This design comes from an exercise in tuning for small area and a short achievable clock period on the open sky130 flow, not from production work.
The RTL was checked by simulation tests, not by an equivalence proof against the original design.
Power figures rest on the tool's default switching activity, not on a simulated workload.

yarrow:
## gelu_lut_module
module gelu_lut_module (
    input                       clk,
    input                       rst_n,
    input                       in_valid,
    input      signed [15:0]    in_data,
    output reg                  out_valid,
    output     signed [10:0]    out_data
);
Size in the first run: roughly 410 cells after synthesis, ~31 I/O pins, about 2400 um2 of cells after synthesis.
export LEC_CHECK = 0
export ABC_AREA = 1
export CAP_MARGIN = 70
export CORE_MARGIN = 2
export CORE_UTILIZATION = 70
export PLACE_DENSITY = 0.8
export SLEW_MARGIN = 70
create_clock -name core_clock -period 5.0 [get_ports {clk}]
standard.sh (not shown) runs the stock make flow with config.mk's settings and CLKGATE_MAP_FILE= SYNTH_SCRIPT=/design/flow/synth_recipe.tcl, a recipe that flattens the netlist after the stock synthesis.
==> flow/flow/run.sh <==
#!/bin/bash
set -euo pipefail
bash standard.sh ADDER_MAP_FILE= \
  "BUFFER_PORTS_ARGS=-buffer_cell sky130_fd_sc_hd__buf_1" \
  "CTS_ARGS=-sink_clustering_enable -repair_clock_nets -dont_use_dummy_load" \
  finish > run_make.log 2>&1
yarrow: PASS, flow complete, no timing, DRC or antenna violations
## Diff of input files: maple against yarrow
# yarrow
export LEC_CHECK = 0
export ABC_AREA = 1
export CAP_MARGIN = 70
export CORE_MARGIN = 2
export CORE_UTILIZATION = 70
export PLACE_DENSITY = 0.8
export SLEW_MARGIN = 70
create_clock -name core_clock -period 5.0 [get_ports {clk}]
# maple
export LEC_CHECK = 0
export ABC_AREA = 1
export CAP_MARGIN = 70
export CORE_MARGIN = 2
export CORE_UTILIZATION = 40
export SLEW_MARGIN = 70
create_clock -name core_clock -period 5.0 [get_ports {clk}]
==> flow/flow/run.sh <==
#!/bin/bash
set -euo pipefail
rm -rf orfs_scripts
cp -r "$FLOW_HOME/scripts" orfs_scripts
cp flow/abc_area.script orfs_scripts/abc_area.script
args=()
while IFS= read -r line || [[ -n "$line" ]]; do
  [[ -z "$line" || "$line" == \#* ]] && continue
  args+=("$line")
done < flow/make_args.txt
bash standard.sh "SCRIPTS_DIR=$PWD/orfs_scripts" "${args[@]}" finish > run_make.log 2>&1
==> flow/flow/abc_area.script (new file) <==
strash; dch; map -a; topo; stime -c; buffer -c; upsize -c; dnsize -c
==> flow/flow/make_args.txt (new file) <==
ADDER_MAP_FILE=
BUFFER_PORTS_ARGS=-buffer_cell sky130_fd_sc_hd__buf_1
CTS_ARGS=-sink_clustering_enable -repair_clock_nets -dont_use_dummy_load
## What came out
Compared with yarrow, maple shows HPWL after detailed placement lower by about 2.4%.
Synthesized cell count (maple vs. yarrow) decreases by more than 10%
Cmp maple vs yarrow: count of plain and timing-repair buffers higher in maple
On maple: via count is 16% lower than what yarrow gave.
## Diff of input files: quartz against maple
# maple
export LEC_CHECK = 0
export ABC_AREA = 1
export CAP_MARGIN = 70
export CORE_MARGIN = 2
export CORE_UTILIZATION = 40
export SLEW_MARGIN = 70
create_clock -name core_clock -period 5.0 [get_ports {clk}]
# quartz
export LEC_CHECK = 0
export ABC_AREA = 1
export CAP_MARGIN = 70
export CORE_ASPECT_RATIO = 0.5
export CORE_MARGIN = 2
export CORE_UTILIZATION = 40
export SETUP_SLACK_MARGIN = 2.65
export SLEW_MARGIN = 70
export TNS_END_PERCENT = 5
create_clock -name core_clock -period 5.0 [get_ports {clk}]
==> flow/flow/run.sh <==
#!/bin/bash
set -euo pipefail
args=()
while IFS= read -r line || [[ -n "$line" ]]; do
  [[ -z "$line" || "$line" == \#* ]] && continue
  args+=("$line")
done < flow/make_args.txt
bash standard.sh "${args[@]}" finish > run_make.log 2>&1
removed: flow/flow/abc_area.script
Results
Delta (quartz minus maple): number of well taps went down by about 2.7%, number of distinct library cell variants in the gate-level netlist after synthesis went down by 12, summed negative setup slack over all endpoints was more or less identical.
Input changes introduced in indigo (baseline for comparison: quartz):
# quartz
export LEC_CHECK = 0
export ABC_AREA = 1
export CAP_MARGIN = 70
export CORE_ASPECT_RATIO = 0.5
export CORE_MARGIN = 2
export CORE_UTILIZATION = 40
export SETUP_SLACK_MARGIN = 2.65
export SLEW_MARGIN = 70
export TNS_END_PERCENT = 5
create_clock -name core_clock -period 5.0 [get_ports {clk}]
# indigo
export LEC_CHECK = 0
export ABC_AREA = 1
export CAP_MARGIN = 70
export CORE_MARGIN = 2
export CORE_UTILIZATION = 40
export SETUP_SLACK_MARGIN = 2.65
export SLEW_MARGIN = 70
export TNS_END_PERCENT = 5
create_clock -name core_clock -period 5.0 [get_ports {clk}]
==> flow/flow/make_args.txt <==
ADDER_MAP_FILE=
BUFFER_PORTS_ARGS=-buffer_cell sky130_fd_sc_hd__buf_1
CTS_ARGS=-sink_clustering_enable -repair_clock_nets -dont_use_dummy_load
SYNTH_ARGS=-noabc
==> comparison <==
- Share of final layout cell area taken by clock buffers and inverters: indigo vs quartz down 2.0 points
- As of indigo, reported leakage power had fallen slightly compared to quartz.
- indigo finished every step from synthesis to the final layout, and the layout passed the timing, design-rule and antenna checks.
- [indigo vs quartz] area enclosed by the die boundary: higher in indigo
- Final core utilization, indigo and quartz: higher on quartz

## re-timing with driven ports
The flow's constraints put no driver on any port. The routed layouts listed below were extracted and timed again, unchanged, in two steps.
Step 1 assumes that a clkbuf_16 drives the clock port and a buf_2 every other input.
Step 2 moves the port delays by t, midway between the first and last clock arrival at a register: inputs arrive t later, outputs are due t later. That takes back most of the time a late clock gives input paths.
Three values: ideal, step 1, step 2; two values: the first two.
| run | t, ns | slack for setup (ns) | latest minus earliest clock arrival (ns) | worst register clock-pin slew, ns | pins driven straight from the clock port |
|---|---|---|---|---|---|
| yarrow | 0.348 | 2.545 / 2.545 / 2.545 | 0.021 / 0.022 | 0.09 / 0.09 | 1 |
| maple | 0.294 | 2.167 / 2.167 / 2.167 | 0.012 / 0.011 | 0.06 / 0.06 | 1 |
| quartz | 0.304 | 2.810 / 2.788 / 2.639 | 0.013 / 0.014 | 0.05 / 0.05 | 1 |
| indigo | 0.294 | 2.744 / 2.744 / 2.659 | 0.006 / 0.005 | 0.06 / 0.06 | 1 |
After both steps setup and hold are still met in every run listed. For quartz, which loses most, drivers alone change the setup slack by -0.022 ns; drivers and shift together by -0.171 ns.
